This design comes from an exercise in tuning for a short achievable clock period and few clock cycles on the open sky130 flow, not from production work.
Only simulation tests tie the RTL to the original design; equivalence was not proved.
Power is estimated from default activity; no workload was simulated.

==> flow/design.v <==
`timescale 1ns / 1ps
module adder #(parameter N = 32)
              (input  logic [N-1:0] a, b,
               input  logic         cin,
               output logic [N-1:0] y);
  localparam int L = (N <= 2) ? 1 : (N <= 4) ? 2 : (N <= 8) ? 3 : (N <= 16) ? 4 : (N <= 32) ? 5 : 6;
  logic [N-1:0] g [0:L];
  logic [N-1:0] p [0:L];
  logic [N-1:0] c;
  assign g[0] = a & b;
  assign p[0] = a ^ b;
  genvar k, i;
  generate
    for (k = 0; k < L; k++) begin : lvl
      for (i = 0; i < N; i++) begin : bit_
        if (i >= (1 << k)) begin : comb
          assign g[k+1][i] = g[k][i] | (p[k][i] & g[k][i - (1 << k)]);
          assign p[k+1][i] = p[k][i] & p[k][i - (1 << k)];
        end else begin : pass
          assign g[k+1][i] = g[k][i];
          assign p[k+1][i] = p[k][i];
        end
      end
    end
  endgenerate
  assign c[0] = cin;
  generate
    for (i = 1; i < N; i++) begin : carry
      assign c[i] = g[L][i-1] | (p[L][i-1] & cin);
    end
  endgenerate
  assign y = p[0] ^ c;
endmodule
`timescale 1ns / 1ps
module alu (input  logic [31:0] a, b,
            input  logic [3:0]  op,
            output logic [31:0] y);
  logic [31:0] sum;
  adder #(32) add (a, op[1] ? ~b : b, op[1], sum);
  assign y = op[2] ? (a & b) : op[3] ? (a | b) : sum;
endmodule
module alu_long (input  logic [31:0] a, b,
                 input  logic        sh,
                 output logic [31:0] y);
  logic        lt;
  logic [31:0] nb, gl, pl;
  assign nb = ~b;
  always_comb begin
    gl = a & nb;
    pl = a | nb;
    for (int d = 1; d < 32; d = d * 2)
      for (int k = 0; k < 32; k = k + 2 * d) begin
        gl[k+2*d-1] = gl[k+2*d-1] | (pl[k+2*d-1] & gl[k+d-1]);
        pl[k+2*d-1] = pl[k+2*d-1] & pl[k+d-1];
      end
  end
  assign lt = ~(gl[31] | pl[31]);
  assign y = sh ? ((b[31:5] != 27'd0) ? 32'd0 : (a >> b[4:0])) : {31'd0, lt};
endmodule
`timescale 1ns / 1ps
`timescale 1ns / 1ps
`timescale 1ns / 1ps
`timescale 1ns / 1ps
module mux2 #(parameter WIDTH = 8)
             (input  logic [WIDTH-1:0] d0, d1,
              input  logic             s,
              output logic [WIDTH-1:0] y);
   assign y = s ? d1 : d0;
endmodule
`timescale 1ns / 1ps
`timescale 1ns / 1ps
module pctarget (input  logic [15:0] pc,
                 input  logic [15:0] imm,
                 output logic [15:0] y);
  logic [15:0] g, p, gn, pn, c;
  always_comb begin
    g = pc & imm;
    p = pc ^ imm;
    for (int d = 1; d < 16; d = d * 2) begin
      gn = g;
      pn = p;
      for (int i = d; i < 16; i++) begin
        gn[i] = g[i] | (p[i] & g[i-d]);
        pn[i] = p[i] & p[i-d];
      end
      g = gn;
      p = pn;
    end
    c[0] = 1'b1;
    for (int i = 1; i < 16; i++) c[i] = g[i-1] | p[i-1];
  end
  assign y = pc ^ imm ^ c;
endmodule
`timescale 1ns / 1ps
module eq32 (input  logic [31:0] a, b,
             output logic        y);
  assign y = (a == b);
endmodule
`timescale 1ns / 1ps
module regfile (input  logic        clk, we,
                input  logic [4:0]  wa,
                input  logic [31:0] wd,
                input  logic [31:1] s1, s2, s3,
                output logic [31:0] rd1, rd2, rd3);
  logic [31:0] rf [1:31];
  always_ff @(posedge clk)
    if (we) rf[wa] <= wd;
  always_comb begin
    rd1 = 32'd0;
    rd2 = 32'd0;
    rd3 = 32'd0;
    for (int i = 1; i < 32; i++) begin
      rd1 = rd1 | (rf[i] & {32{s1[i]}});
      rd2 = rd2 | (rf[i] & {32{s2[i]}});
      rd3 = rd3 | (rf[i] & {32{s3[i]}});
    end
  end
endmodule
`timescale 1ns / 1ps
module nextpc (input  logic        isBeqE, predE, eqE,
               input  logic        canResD, predD, rsEqRtD, eqAddiD, fixD,
               input  logic        stall, predF, reset,
               input  logic [29:0] altE, altD, tgtD, pc, pc1,
               input  logic [15:0] targetLo,
               output logic        mispE, mispD,
               output logic [29:0] y, yr);
  logic        selT;
  logic [29:0] x, xr, xt;
  assign mispE = isBeqE & (eqE ^ predE);
  assign mispD = canResD & ((rsEqRtD | eqAddiD) ^ predD);
  assign selT  = predF & ~stall & ~mispE & ~mispD & ~fixD;
  assign x  = mispE ? altE : mispD ? altD : fixD ? tgtD : stall ? pc : pc1;
  assign xr = reset ? 30'd0 : x;
  mux2 #(16) my  (x[15:0],  targetLo, selT, y[15:0]);
  mux2 #(16) myr (xr[15:0], targetLo, selT & ~reset, yr[15:0]);
  assign y[29:16]  = selT ? pc[29:16] : x[29:16];
  assign yr[29:16] = (selT & ~reset) ? pc[29:16] : xr[29:16];
endmodule
`timescale 1ns / 1ps
`timescale 1ns / 1ps
module exfwd (input  logic [31:0] opA, opB,
              input  logic [3:0]  op,           
              input  logic [31:0] negImm,
              input  logic [31:0] rA, rB, rC, resM, dImm,
              input  logic        mA, mB, mC,
              input  logic        fA, fB, fC, useImm, isAcc,
              output logic [31:0] a, sum, fast,
              output logic        eq, eqNegImm,
              output logic [31:0] nA, nB, nC, nSD);
  logic [31:0] b, bx, g, p, gn, pn, c, logicv;
  logic [31:0] eA, eB, eC, eS, iA, iB, iC, iS;
  logic        isLogic;
  assign a  = opA;
  assign b  = opB;
  assign bx = op[1] ? ~b : b;
  always_comb begin
    g = a & bx;
    p = a ^ bx;
    for (int d = 1; d < 32; d = d * 2) begin
      gn = g;
      pn = p;
      for (int i = d; i < 32; i++) begin
        gn[i] = g[i] | (p[i] & g[i-d]);
        pn[i] = p[i] & p[i-d];
      end
      g = gn;
      p = pn;
    end
    c[0] = op[1];
    for (int i = 1; i < 32; i++) c[i] = g[i-1] | (p[i-1] & op[1]);
  end
  assign sum = a ^ bx ^ c;
  assign isLogic = op[2] | op[3];
  assign logicv  = op[2] ? (a & b) : (a | b);
  assign fast    = isLogic ? logicv : sum;
  assign eq       = (a == b);
  assign eqNegImm = (a == negImm);
  assign eA = (fA & isLogic) ? logicv : rA;
  assign eB = useImm ? dImm : ((fB & isLogic) ? logicv : rB);
  assign eC = ~isAcc ? 32'd0 : ((fC & isLogic) ? logicv : rC);
  assign eS = (fB & isLogic) ? logicv : rB;
  mux2 #(32) ia (eA, resM, mA & ~fA, iA);
  mux2 #(32) ib (eB, resM, mB & ~fB & ~useImm, iB);
  mux2 #(32) ic (eC, resM, mC & ~fC & isAcc, iC);
  mux2 #(32) is (eS, resM, mB & ~fB, iS);
  mux2 #(32) ma (iA, sum, fA & ~isLogic, nA);
  mux2 #(32) mb (iB, sum, fB & ~isLogic & ~useImm, nB);
  mux2 #(32) mc (iC, sum, fC & ~isLogic & isAcc, nC);
  mux2 #(32) ms (iS, sum, fB & ~isLogic, nSD);
endmodule
`timescale 1ns / 1ps
`timescale 1ns / 1ps
`timescale 1ns / 1ps
`timescale 1ns / 1ps
`timescale 1ns / 1ps
module top_mips (input  logic        clk, reset,
                 output logic [31:0] imem_addr,
                 input  logic [31:0] imem_rdata,
                 output logic [31:0] dmem_addr, dmem_wdata,
                 output logic        dmem_we,
                 input  logic [31:0] dmem_rdata);
  logic [29:0] pcF;              
  logic [29:0] pcOut;            
  logic [29:0] pcNext;
  logic        validD, predD;
  logic [31:0] instrD;
  logic [31:1] selAD, selBD, selCD;  
  logic [29:0] pcD, pc1D, altD, tgtD;
  logic        fixD;
  logic        regwriteE, isLoadE, isStoreE, isBeqE, isAddiE, isLongE, predE;
  logic [4:0]  destE;
  logic [5:0]  aluopE;           
  logic [29:0] altE;
  logic [31:0] opAE, opBE, opCE, sdE, negImmE;
  logic        fwdCME, fwdSME;
  logic        regwriteM, isLoadM, weM;
  logic [4:0]  destM;
  logic [31:0] aluOutM, addrM, cM, wdataM;
  logic [29:0] pc1F;
  logic [15:0] targetF;
  logic        predF;
  adder #(30) pcinc (pcF, 30'd1, 1'b0, pc1F);
  pctarget tgt (pcF[15:0], imem_rdata[15:0], targetF);
  assign predF = (imem_rdata[31:26] == 6'b000100) &
                 (imem_rdata[15] | (imem_rdata[25:21] == imem_rdata[20:16]));
  logic [5:0] opD, fD;
  logic [4:0] rsD, rtD, rdD, destD;
  logic isRD, isAccD, isAddiD, isLwD, isSwD, isBeqD, useImmD, isLongD, shLtD;
  logic regwriteD, useBD, stall, mispredictE, mispredictD, canResD;
  logic depA, depB, depC, depMA, depMB, depMC, ldE, fastE;
  logic [5:0] aluopD;
  logic [31:0] resultM, rfA, rfB, rfC, immD;
  assign opD = instrD[31:26];
  assign fD  = instrD[5:0];
  assign rsD = instrD[25:21];
  assign rtD = instrD[20:16];
  assign rdD = instrD[15:11];
  assign isRD    = validD & (opD == 6'b000000);
  assign isAccD  = validD & (opD == 6'b001100);
  assign isAddiD = validD & (opD == 6'b001000);
  assign isLwD   = validD & (opD == 6'b100011);
  assign isSwD   = validD & (opD == 6'b101011);
  assign isBeqD  = validD & (opD == 6'b000100);
  assign useImmD = isAddiD | isLwD | isSwD;
  assign immD    = {{16{instrD[15]}}, instrD[15:0]};
  assign destD     = (isRD | isAccD) ? rdD : rtD;
  assign regwriteD = (isRD | isAccD | isAddiD | isLwD) & (destD != 5'd0);
  assign useBD     = isRD | isAccD | isBeqD;
  always_comb begin
    aluopD = 6'b000001;
    if (isRD | isAccD)
      case (fD)
        6'b100010: aluopD = 6'b000010;
        6'b100100: aluopD = 6'b000100;
        6'b100101: aluopD = 6'b001000;
        6'b101010: aluopD = 6'b010000;
        6'b011110: aluopD = 6'b100000;
        default:   aluopD = 6'b000001;
      endcase
  end
  assign shLtD   = (isRD | isAccD) & (aluopD[4] | aluopD[5]);
  assign isLongD = isAccD | shLtD;
  logic [31:0] sumM;
  adder #(32) accadd (aluOutM, cM, 1'b0, sumM);
  assign resultM = isLoadM ? dmem_rdata : sumM;
  regfile rf (clk, regwriteM, destM, resultM, selAD, selBD, selCD, rfA, rfB, rfC);
  logic [31:1] valid, validNext, ohA, ohB, ohC;
  logic [4:0]  raN, rbN, rcN;
  assign raN = stall ? rsD : imem_rdata[25:21];
  assign rbN = stall ? rtD : imem_rdata[20:16];
  assign rcN = stall ? rdD : imem_rdata[15:11];
  always_comb
    for (int i = 1; i < 32; i++) begin
      ohA[i] = (raN == i);
      ohB[i] = (rbN == i);
      ohC[i] = (rcN == i);
      validNext[i] = valid[i] | (regwriteM & (destM == i));
    end
  always_ff @(posedge clk, posedge reset)
    if (reset) valid <= '0;
    else valid <= validNext;
  always_ff @(posedge clk) begin
    selAD <= ohA & validNext;
    selBD <= ohB & validNext;
    selCD <= ohC & validNext;
  end
  assign depMA = regwriteM & (destM == rsD);
  assign depMB = regwriteM & (destM == rtD);
  assign depMC = regwriteM & (destM == rdD);
  assign ldE   = isLoadE;
  assign fastE = ~isLoadE & ~isLongE;
  assign depA  = regwriteE & (destE == rsD);
  assign depB  = regwriteE & (destE == rtD);
  assign depC  = regwriteE & (destE == rdD);
  assign stall = (ldE | isLongE) & ((validD & depA) | (useBD & depB));
  logic [31:0] aE, nA, nB, nC, nSD;
  logic        eqAddiD;
  assign canResD = isBeqD & ~stall &
                   ((rsD == rtD) | (isAddiE & depA & (rtD == 5'd0)));
  logic [31:0] fastE_res, fullE, longE;
  logic        eqE;
  logic [31:0] sumE;
  exfwd    exf (opAE, opBE, aluopE[3:0], negImmE,
                rfA, rfB, rfC, resultM, immD, depMA, depMB, depMC,
                depA & fastE, depB & fastE, depC & fastE,
                useImmD, isAccD,
                aE, sumE, fastE_res, eqE, eqAddiD, nA, nB, nC, nSD);
  alu_long exl (opAE, opBE, aluopE[5], longE);
  assign fullE = (aluopE[4] | aluopE[5]) ? longE : fastE_res;
  logic [29:0] pcNextR;
  nextpc npc (isBeqE, predE, eqE, canResD, predD, rsD == rtD, eqAddiD, fixD,
              stall, predF, reset, altE, altD, tgtD, pcF, pc1F, targetF,
              mispredictE, mispredictD, pcNext, pcNextR);
  always_ff @(posedge clk, posedge reset)
    if (reset) pcF <= 30'd0;
    else pcF <= pcNext;
  always_ff @(posedge clk)
    pcOut <= pcNextR;
  always_ff @(posedge clk, posedge reset)
    if (reset) validD <= 1'b0;
    else if (mispredictE | mispredictD | fixD) validD <= 1'b0;
    else if (!stall) validD <= 1'b1;
  always_ff @(posedge clk)
    if (!stall) begin
      instrD <= imem_rdata;
      predD  <= predF;
      pcD    <= pcF;
      pc1D   <= pc1F;
    end
  adder #(30) tgtd (pcD, immD[29:0], 1'b1, tgtD);
  assign altD = predD ? pc1D : tgtD;
  logic [16:0] lo17D;
  assign lo17D = {1'b0, pcD[15:0]} + {1'b0, immD[15:0]} + 17'd1;
  assign fixD  = isBeqD & predD & ~stall & (lo17D[16] ^ immD[15]);
  always_ff @(posedge clk, posedge reset)
    if (reset) begin
      regwriteE <= 1'b0;
      isLoadE   <= 1'b0;
      isStoreE  <= 1'b0;
      isBeqE    <= 1'b0;
      isAddiE   <= 1'b0;
      isLongE   <= 1'b0;
    end else if (mispredictE | stall) begin
      regwriteE <= 1'b0;
      isLoadE   <= 1'b0;
      isStoreE  <= 1'b0;
      isBeqE    <= 1'b0;
      isAddiE   <= 1'b0;
      isLongE   <= 1'b0;
    end else begin
      regwriteE <= regwriteD;
      isLoadE   <= isLwD;
      isStoreE  <= isSwD;
      isBeqE    <= isBeqD & ~canResD;
      isAddiE   <= isAddiD;
      isLongE   <= isLongD;
    end
  always_ff @(posedge clk) begin
    destE   <= destD;
    aluopE  <= aluopD;
    predE   <= predD;
    altE    <= altD;
    opAE    <= nA;
    opBE    <= nB;
    opCE    <= nC;
    sdE     <= nSD;
    negImmE <= -immD;
    fwdCME  <= depC & ~fastE & isAccD;
    fwdSME  <= depB & ~fastE;
  end
  always_ff @(posedge clk, posedge reset)
    if (reset) begin
      regwriteM <= 1'b0;
      isLoadM   <= 1'b0;
    end else begin
      regwriteM <= regwriteE;
      isLoadM   <= isLoadE;
    end
  always_ff @(posedge clk) begin
    destM   <= destE;
    aluOutM <= fullE;
    addrM   <= sumE;
    weM     <= isStoreE;
    cM      <= fwdCME ? resultM : opCE;
    wdataM  <= fwdSME ? resultM : sdE;
  end
  assign imem_addr  = {pcOut, 2'b00};
  assign dmem_addr  = addrM;
  assign dmem_wdata = wdataM;
  assign dmem_we    = weM;
endmodule
==> flow/flow/run.sh <==
#!/bin/bash
set -u
export SETUP_SLACK_MARGIN=6.5
export BUFFER_PORTS_ARGS="-buffer_cell sky130_fd_sc_hd__buf_4"
bash standard.sh synth > synth.log 2>&1 || exit 1
bash standard.sh finish > layout.log 2>&1 || exit 1
==> flow/standard.sh <==
#!/bin/bash
# synth_recipe.tcl (not shown) runs the flow's synth.tcl, then flattens the netlist and writes it again
# the make line also repeats each setting of config.mk as NAME=value (left out here)
make -C /OpenROAD-flow-scripts/flow DESIGN_CONFIG=/design/flow/config.mk WORK_HOME=/design/flow/orfs CLKGATE_MAP_FILE= SYNTH_SCRIPT=/design/flow/synth_recipe.tcl "${@:-finish}"
==> flow/config.mk <==
export PLATFORM = sky130hd
export DESIGN_NAME = top_mips
export DESIGN_NICKNAME = top_mips
export VERILOG_FILES = /design/flow/design.v
export SDC_FILE = /design/flow/constraint.sdc
export NUM_CORES = 4
export LEC_CHECK = 0
export CAP_MARGIN = 20
export CORE_MARGIN = 2
export CORE_UTILIZATION = 40
export SLEW_MARGIN = 20
export SYNTH_HIERARCHICAL = 1
==> flow/constraint.sdc <==
create_clock -name core_clock -period 10.0 [get_ports {clk}]
set_input_delay 2.0000 -clock core_clock [delete_from_list [all_inputs] [get_ports {clk}]]
set_output_delay 2.0000 -clock core_clock [all_outputs]
set_load 0.01 [all_outputs]
==> results of run 1 <==
==> final timing paths <==
check / start / slack [ns] / endpoint / depth (start not counted)
max in group asynchronous: reset / 7.33 / valid[9] / 3
min in group asynchronous: reset / 1.43 / pcF[6] / 2
min: isStoreE / 0.37 / weM / 0
min reg2reg: isStoreE / 0.37 / weM / 0
max reg2reg: isLoadE / 6.32 / pcOut[8] / 14
max: imem_rdata[27] / 6.31 / pcOut[11] / 8
==> power groups by stage <==
stage	combinational (mW)	sequential, mW	clock, mW
after CTS	4.23	8.17	6.74
after global placement	3.90	8.31	0
final	4.57	8.19	6.71
after detailed placement	3.98	8.31	0
after floorplan	2.73	8.16	0
after global routing	4.87	8.22	7.02
==> critical path: cells and delay by family <==
family,cells,cell delay (ns)
AOI/OAI and AO/OA,1,0.27
buffers and inverters,2,0.34
muxes,1,0.31
and+or+nand+nor,4,1.46
==> metrics by stage <==
step           hold WS (ns)  instance area, um2  instances
6_report              0.373               99300      10700
5_1_grt               0.374               99300      10700
4_1_cts               0.371               98100      10700
3_5_place_dp          0.336               90300      10200
3_3_place_gp          0.365               90300      10200
2_1_floorplan         0.324               86700       7595
==> sequential cells by signal (all words and copies together), names as in the netlist, 31 cells and up <==
register and flops:
opBE 32, selCD 31, wdataM 32, rf.rf 992
instrD 32, sdE 32, addrM 32, negImmE 32
opAE 32, cM 32, selAD 31, aluOutM 32
selBD 31, opCE 32, valid 31
==> final cells by class <==
type,count,share of cell area (%)
sequential,1615,43.9
multi-input combinational,5203,41.3
clock buffer,219,4.80
timing repair buffer,474,4.15
tap,2838,3.58
clock inverter,105,1.09
inverter,247,1.03
timing repair inverter,17,0.129
antenna,8,0.0202
==> repair_timing <==
item / 4_1_cts / 5_1_grt
endpoints found under the setup margin: 802 / 322
cloned: 27 / 7
pin swaps: 18 / 39
resized for setup: 219 / 151
setup buffers: 80 / 41
endpoints found under the hold margin: 0 / 0
==> per-layer routing <==
layer / vias up / wire length [um] / global-route usage [%]
li1: 30400 / - / -
met1: 35900 / 137000 / 42.1
met2: 5806 / 158000 / 47.8
met3: 1113 / 42300 / 5.98
met4: 10 / 27400 / 18.6
met5: - / 85 / 0
==> cell usage in the layout, fill, tap and decap left out, types with 27 or more instances in the layout <==
cell and n:
xnor2_1 85, inv_1 215, a22o_1 91, clkinv_1 32, clkinv_2 32, xor2_1 138
mux2i_1 119, nor3_1 71, nor2b_1 30, mux2_2 109, nor4_1 29, edfxtp_1 1085
nand2b_1 40, nand3_1 265, ha_1 201, a22oi_1 1162, a21o_1 44, dfrtp_1 69
and2_1 50, o21ai_0 302, dfxtp_2 35, dfxtp_1 415, nand3b_1 28, a21oi_1 323
a222oi_1 97, a221oi_2 41, clkbuf_16 187, conb_1 39, buf_4 419, a211oi_1 32
mux2_4 273, clkbuf_1 27, nand4_1 215, nor2_1 292, nor2_4 38, a221oi_1 66
nand2_1 304, or4_1 157, clkinvlp_4 47
==> flow_summary_export.csv, run 1 <==
group,metric,value,unit
detailed_routing,num_vias,73200,
pwr,p_int,13.5,mW
yosys,yosysWarnings,17,
sta,relSlewSlack,21.3,%
detailed_routing,drt-pass1-iter-count,10,
critical_path,crit_arrival,4.39,ns
sta,worst_slew_pin_slew,1.18,ns
yosys,syn-instance-count,7558,
die,io_pins,163,
die,start_util,40.3,%
pwr,power.total,19.5,mW
sta,min_period,3.69,ns
cells_and_area,multi_input_area,41000,um2
die,coreArea,215000,um2
pwr,switching_share,30.8,%
pwr,clkPwrFrac,34.5,%
pwr,pwr_density_cell,196,nW/um2
cells_and_area,seq_area,43600,um2
placement,dpl_worst_slack,4.55,ns
sta,max_freq,271,MHz
pwr,total_switching_power,6.00,mW
status,outcome,"complete, no violations",
sta,min_period_over_period,36.9,%
sta,hold_viol_final,0,
clocking,cts_buffers,174,
placement,gp_congestion,0.990,
pwr,irDropWorstVdd,0.000160,V
detailed_routing,antenna_left,0,
pwr,power_frac_comb,23.5,%
grt,grt_use_total,31.6,%
grt,antenna_found_initial,13,
placement,io_buffer_count,160,
cells_and_area,fillers,19400,
yosys,syn_area,86500,um2
clocking,h-tree-depth,4,
die,die_h,469,um
grt,grt_pass1_wl,506,mm
clocking,cts-root-buf,"clkbuf_16",
sta,maxSlewViolCount,0,
placement,hpwl,231,mm
detailed_routing,wl_per_cell,34.0,um
critical_path,cp_max_fo,8,
sta,setup_viol,0,
sta,setup_slack,6.31,ns
die,rows,170,
clocking,cts.sinks,1615,
die,dieArea,220000,um2
cells_and_area,nNetsFinal,8023,
clocking,clock_latency,0.84,ns
critical_path,crit_slowest_cell,"or4b_4",
critical_path,crit_path_end_kind,"flip-flop",
detailed_routing,drt_iter0_drc,12900,
clocking,clockBufferDepth,3,
critical_path,crit_chain,"buf_6, or4b_4, nor4_4, nor3b_4, a21bo_4, nor3_4, buf_6, mux2_4",
die,die_w,469,um
sta,grt_setup_unrepaired,"yes",
clocking,holdBufCountCts,0,
cells_and_area,drive_gt1_share,20.2,%
cells_and_area,syn2layout_area_growth,14.8,%
grt,grt_max_degree,101,
grt,grt_overflow,0,
flow_run,max_cap_viol_count,0,
sta,tns,0,ns
clocking,clk_pin_slew,0.06,ns
grt,grt_pass1_vias,67800,
min_path,hold_class,"flip-flop to flip-flop",
critical_path,path_common_cell,"buf_6",
cells_and_area,utilization,46.2,%
detailed_routing,drc,0,
detailed_routing,vias_per_cell,6.82,
critical_path,start_kind,"input pin",
pwr,p_leak,35.7,nW
critical_path,worstSetupPathType,"input pin to flip-flop",
pwr,seqPwrFrac,42.1,%
yosys,avgSynthCellArea,11.4,um2
detailed_routing,drt-total-wl,365,mm
critical_path,worst_ep_required_time,10.70,ns
critical_path,max_stage_delay,0.54,ns
sta,skew,0.0379,ns
clocking,cts_tree,"yes",
Testbench counts, summed over its fixed seeds: cycles 60,268.
==> inputs of run 2 (changes only) <==
--- a/flow/design.v
+++ b/flow/design.v
@@ -68,6 +68,13 @@
    assign y = s ? d1 : d0;
 endmodule
 `timescale 1ns / 1ps
+module predsel (input  logic [31:0] instr,
+                input  logic        en,
+                output logic        pred, sel);
+  assign pred = (instr[31:26] == 6'b000100) &
+                (instr[15] | (instr[25:21] == instr[20:16]));
+  assign sel  = pred & en;
+endmodule
 `timescale 1ns / 1ps
 module pctarget (input  logic [15:0] pc,
                  input  logic [15:0] imm,
@@ -119,27 +126,29 @@
 `timescale 1ns / 1ps
 module nextpc (input  logic        isBeqE, predE, eqE,
                input  logic        canResD, predD, rsEqRtD, eqAddiD, fixD,
-               input  logic        stall, predF, reset,
+               input  logic        stall, reset,
+               input  logic [31:0] instrF,
                input  logic [29:0] altE, altD, tgtD, pc, pc1,
                input  logic [15:0] targetLo,
                output logic        mispE, mispD,
                output logic [29:0] y, yr);
-  logic        selT;
+  logic        selT, selTr, predF, predFr;
   logic [29:0] x, xr, xt;
   assign mispE = isBeqE & (eqE ^ predE);
   assign mispD = canResD & ((rsEqRtD | eqAddiD) ^ predD);
-  assign selT  = predF & ~stall & ~mispE & ~mispD & ~fixD;
+  predsel ps  (instrF, ~stall & ~mispE & ~mispD & ~fixD, predF, selT);
+  predsel psr (instrF, ~stall & ~mispE & ~mispD & ~fixD & ~reset, predFr, selTr);
   assign x  = mispE ? altE : mispD ? altD : fixD ? tgtD : stall ? pc : pc1;
   assign xr = reset ? 30'd0 : x;
   mux2 #(16) my  (x[15:0],  targetLo, selT, y[15:0]);
-  mux2 #(16) myr (xr[15:0], targetLo, selT & ~reset, yr[15:0]);
+  mux2 #(16) myr (xr[15:0], targetLo, selTr, yr[15:0]);
   assign y[29:16]  = selT ? pc[29:16] : x[29:16];
-  assign yr[29:16] = (selT & ~reset) ? pc[29:16] : xr[29:16];
+  assign yr[29:16] = selTr ? pc[29:16] : xr[29:16];
 endmodule
 `timescale 1ns / 1ps
 `timescale 1ns / 1ps
-module exfwd (input  logic [31:0] opA, opB,
-              input  logic [3:0]  op,           
+module exfwd (input  logic [31:0] opA, opB, lng,
+              input  logic [5:0]  op,           
               input  logic [31:0] negImm,
               input  logic [31:0] rA, rB, rC, resM, dImm,
               input  logic        mA, mB, mC,
@@ -148,7 +157,7 @@
               output logic        eq, eqNegImm,
               output logic [31:0] nA, nB, nC, nSD);
   logic [31:0] b, bx, g, p, gn, pn, c, logicv;
-  logic [31:0] eA, eB, eC, eS, iA, iB, iC, iS;
+  logic [31:0] eB, eC, iA, iB, iC, iS;
   logic        isLogic;
   assign a  = opA;
   assign b  = opB;
@@ -170,23 +179,21 @@
     for (int i = 1; i < 32; i++) c[i] = g[i-1] | (p[i-1] & op[1]);
   end
   assign sum = a ^ bx ^ c;
-  assign isLogic = op[2] | op[3];
-  assign logicv  = op[2] ? (a & b) : (a | b);
-  assign fast    = isLogic ? logicv : sum;
-  assign eq       = (a == b);
-  assign eqNegImm = (a == negImm);
-  assign eA = (fA & isLogic) ? logicv : rA;
-  assign eB = useImm ? dImm : ((fB & isLogic) ? logicv : rB);
-  assign eC = ~isAcc ? 32'd0 : ((fC & isLogic) ? logicv : rC);
-  assign eS = (fB & isLogic) ? logicv : rB;
-  mux2 #(32) ia (eA, resM, mA & ~fA, iA);
+  assign isLogic = op[2] | op[3] | op[4] | op[5];
+  assign logicv  = op[2] ? (a & b) : op[3] ? (a | b) : lng;
+  mux2 #(32) mf (sum, logicv, isLogic, fast);
+  eq32 eqab (a, b, eq);           
+  eq32 eqni (a, negImm, eqNegImm);
+  assign eB = useImm ? dImm : rB;
+  assign eC = isAcc ? rC : 32'd0;
+  mux2 #(32) ia (rA, resM, mA & ~fA, iA);
   mux2 #(32) ib (eB, resM, mB & ~fB & ~useImm, iB);
   mux2 #(32) ic (eC, resM, mC & ~fC & isAcc, iC);
-  mux2 #(32) is (eS, resM, mB & ~fB, iS);
-  mux2 #(32) ma (iA, sum, fA & ~isLogic, nA);
-  mux2 #(32) mb (iB, sum, fB & ~isLogic & ~useImm, nB);
-  mux2 #(32) mc (iC, sum, fC & ~isLogic & isAcc, nC);
-  mux2 #(32) ms (iS, sum, fB & ~isLogic, nSD);
+  mux2 #(32) is (rB, resM, mB & ~fB, iS);
+  mux2 #(32) ma (iA, fast, fA, nA);
+  mux2 #(32) mb (iB, fast, fB & ~useImm, nB);
+  mux2 #(32) mc (iC, fast, fC & isAcc, nC);
+  mux2 #(32) ms (iS, fast, fB, nSD);
 endmodule
 `timescale 1ns / 1ps
 `timescale 1ns / 1ps
@@ -259,7 +266,7 @@
       endcase
   end
   assign shLtD   = (isRD | isAccD) & (aluopD[4] | aluopD[5]);
-  assign isLongD = isAccD | shLtD;
+  assign isLongD = isAccD;
   logic [31:0] sumM;
   adder #(32) accadd (aluOutM, cM, 1'b0, sumM);
   assign resultM = isLoadM ? dmem_rdata : sumM;
@@ -292,7 +299,18 @@
   assign depA  = regwriteE & (destE == rsD);
   assign depB  = regwriteE & (destE == rtD);
   assign depC  = regwriteE & (destE == rdD);
-  assign stall = (ldE | isLongE) & ((validD & depA) | (useBD & depB));
+  logic       stallR, stallNext, useBF;
+  logic [5:0] opF;
+  assign opF   = imem_rdata[31:26];
+  assign useBF = (opF == 6'b000000) | (opF == 6'b001100) | (opF == 6'b000100);
+  assign stallNext = ~stall & ~mispredictE & ~mispredictD & ~fixD &
+                     regwriteD & (isLwD | isLongD) &
+                     ((imem_rdata[25:21] == destD) |
+                      (useBF & (imem_rdata[20:16] == destD)));
+  always_ff @(posedge clk, posedge reset)
+    if (reset) stallR <= 1'b0;
+    else stallR <= stallNext;
+  assign stall = stallR;
   logic [31:0] aE, nA, nB, nC, nSD;
   logic        eqAddiD;
   assign canResD = isBeqD & ~stall &
@@ -300,16 +318,16 @@
   logic [31:0] fastE_res, fullE, longE;
   logic        eqE;
   logic [31:0] sumE;
-  exfwd    exf (opAE, opBE, aluopE[3:0], negImmE,
+  alu_long exl (opAE, opBE, aluopE[5], longE);
+  exfwd    exf (opAE, opBE, longE, aluopE, negImmE,
                 rfA, rfB, rfC, resultM, immD, depMA, depMB, depMC,
                 depA & fastE, depB & fastE, depC & fastE,
                 useImmD, isAccD,
                 aE, sumE, fastE_res, eqE, eqAddiD, nA, nB, nC, nSD);
-  alu_long exl (opAE, opBE, aluopE[5], longE);
-  assign fullE = (aluopE[4] | aluopE[5]) ? longE : fastE_res;
+  assign fullE = fastE_res;
   logic [29:0] pcNextR;
   nextpc npc (isBeqE, predE, eqE, canResD, predD, rsD == rtD, eqAddiD, fixD,
-              stall, predF, reset, altE, altD, tgtD, pcF, pc1F, targetF,
+              stall, reset, imem_rdata, altE, altD, tgtD, pcF, pc1F, targetF,
               mispredictE, mispredictD, pcNext, pcNextR);
   always_ff @(posedge clk, posedge reset)
     if (reset) pcF <= 30'd0;
==> flow/flow/run.sh (replaced) <==
#!/bin/bash
set -u
export SETUP_SLACK_MARGIN=7
export BUFFER_PORTS_ARGS="-buffer_cell sky130_fd_sc_hd__buf_4"
bash standard.sh synth > synth.log 2>&1 || exit 1
bash standard.sh finish > layout.log 2>&1 || exit 1
==> flow_summary_export.csv, run 2 <==
group,metric,value,unit
sta,grt_setup_unrepaired,"yes",
cells_and_area,fillers,17900,
grt,grt_max_degree,72,
pwr,switching_share,30.8,%
cells_and_area,largest-register,"rf.rf",
yosys,syn_area,83400,um2
status,outcome,"complete, no violations",
cells_and_area,nNetsFinal,7643,
yosys,avgSynthCellArea,11.9,um2
cells_and_area,final_cell_mix,"a22oi_1, edfxtp_1, buf_4",
placement,gp_congestion,0.990,
min_path,hold_class,"flip-flop to flip-flop",
die,dieArea,212000,um2
sta,min_period,3.53,ns
cells_and_area,largest_reg_flops,992,
critical_path,rrSetupSlack,6.47,ns
critical_path,cp_max_fo,5,
grt,grt_overflow,0,
grt,grt_pass1_vias,67100,
clocking,cts.sinks,1616,
die,start_util,40.3,%
clocking,holdBufCountCts,0,
critical_path,worst_ep_required_time,10.72,ns
critical_path,worstSetupPathType,"flip-flop to flip-flop",
sta,maxSlewViolCount,0,
detailed_routing,num_vias,70300,
pwr,pwr_density_cell,197,nW/um2
detailed_routing,wl_per_cell,34.4,um
pwr,seqPwrFrac,41.1,%
pwr,clkPwrFrac,33.2,%
pwr,total_switching_power,6.17,mW
die,rows,167,
detailed_routing,vias_per_cell,6.79,
die,coreArea,207000,um2
detailed_routing,drt-pass1-iter-count,13,
die,io_pins,163,
sta,relSlewSlack,24.1,%
yosys,yosysWarnings,17,
placement,dpl_worst_slack,5.38,ns
detailed_routing,drt-total-wl,357,mm
grt,antenna_found_initial,13,
sta,setup_slack,6.47,ns
detailed_routing,antenna_left,0,
clocking,clk_pin_slew,0.06,ns
placement,place_area,88100,um2
detailed_routing,drc,0,
clocking,cts_buffers,175,
clocking,clock_latency,0.86,ns
grt,grt_use_total,32.0,%
cells_and_area,drive_gt1_share,28.5,%
pwr,irDropWorstVdd,0.000172,V
sta,tns,0,ns
pwr,p_leak,36.7,nW
critical_path,crit_arrival,4.25,ns
sta,setup_viol,0,
yosys,syn-instance-count,7011,
die,die_h,461,um
critical_path,start_kind,"flip-flop",
pwr,p_int,13.9,mW
placement,io_buffer_count,160,
sta,holdWs,0.402,ns
sta,min_period_over_period,35.3,%
sta,max_freq,283,MHz
grt,grt_pass1_wl,491,mm
sta,worst_slew_pin_slew,1.13,ns
sta,skew,0.0473,ns
clocking,cts-root-buf,"clkbuf_16",
critical_path,crit_path_end_kind,"flip-flop",
clocking,h-tree-depth,4,
clocking,clockBufferDepth,3,
detailed_routing,drt_iter0_drc,12500,
pwr,power.total,20.0,mW
flow_run,max_cap_viol_count,0,
cells_and_area,fin_area,102000,um2
cells_and_area,syn2layout_area_growth,22.0,%
pwr,power_frac_comb,25.7,%
cells_and_area,layout_commonest_cell,"a22oi_1",
die,die_w,461,um
sta,hold_viol_final,0,
clocking,cts_tree,"yes",
placement,hpwl,218,mm
run 2: what timing repair did:
action / CTS / global route
gates cloned: 34 / 20
setup endpoints to repair: 835 / 726
resized for setup: 788 / 334
pin swaps: 140 / 104
setup buffers: 200 / 80
run 2: power groups by stage:
stage / Sequential [mW] / Combinational, mW / Clock [mW]
global route: 8.26 / 5.45 / 6.95
detailed placement: 8.30 / 3.99 / 0
CTS: 8.20 / 4.63 / 6.67
finish: 8.23 / 5.15 / 6.64
global placement: 8.29 / 3.95 / 0
floorplan: 8.15 / 2.82 / 0
run 2: critical path: stages, from the launching register on:
cell,delay (ns)
dfxtp_4,0.40
buf_16,0.16
buf_6,0.12
xor2_4,0.15
ha_4,0.28
o211ai_1,0.17
or3_4,0.41
a21o_1,0.23
a2111o_1,0.50
or2b_4,0.28
a311oi_4,0.11
mux2_4,0.33
mux2_4,0.26
run 2: final timing paths:
check | from | to | cells after the start
max | aluopE[1] | opAE[26] | 12
min | isStoreE | weM | 0
max reg2reg | aluopE[1] | opAE[26] | 12
min reg2reg | isStoreE | weM | 0
max in group asynchronous | reset | isLoadM | 3
min in group asynchronous | reset | pcF[10] | 2
run 2: through the flow:
step,cells,util (%)
after detailed placement,9691,42.6
after CTS,10300,47.9
after global placement,9691,42.6
after floorplan,7048,-
final,10400,49.1
after global routing,10400,49.1
run 2: routing by layer:
metal / track usage (%) / share of wire (%) / up-vias
met3: 6.69 / 11 / 1324
met1: 41.4 / 37 / 34500
li1: - / - / 29000
met5: 0.0459 / 0.017 / -
met4: 22.3 / 8.7 / 8
met2: 47.8 / 43 / 5523
run 2: final cells by class:
class	count	area, um2	area share, %
Inverter	162	975	0.958
Multi-Input combinational cell	4806	40900	40.2
Sequential cell	1616	43900	43.2
Timing Repair inverter	25	268	0.263
Clock inverter	105	947	0.931
Clock buffer	221	4860	4.78
Antenna cell	6	15.0	0.0148
Tap cell	2788	3490	3.43
Timing Repair Buffer	628	6360	6.25
Testbench counts of run 2, summed over its fixed seeds: cycles 59,725.

==> re-timing with driven ports <==
No port has a modelled driver above. Below, the same layouts with a new extraction and two added sets of constraints.
Step 1 sets driving cells, clkbuf_16 on the clock port and buf_2 on the other inputs (assumed; they add their load-dependent delay and slew).
Step 2 times the ports against the registers' clock, not the clock port: input delays grow and output delays shrink by t, the midpoint of the rising clock arrivals with the driver on.
Three values: ideal ports, drivers, drivers and shift; two values: the first two.
| run | shift t [ns] | setup slack, ns | worst hold slack (ns) | clock arrival spread, ns | slew at the worst register clock pin (ns) |
|---|---|---|---|---|---|
| run 1 | 0.917 | 6.308 / 6.323 / 5.455 | 0.373 / 0.373 / 0.373 | 0.045 / 0.045 | 0.07 / 0.07 |
| run 2 | 0.925 | 6.469 / 6.469 / 5.957 | 0.402 / 0.402 / 0.402 | 0.060 / 0.060 | 0.07 / 0.07 |
After both steps setup and hold are still met in every run listed. For run 1, which loses most, drivers alone change the setup slack by +0.015 ns; drivers and shift together by -0.853 ns.
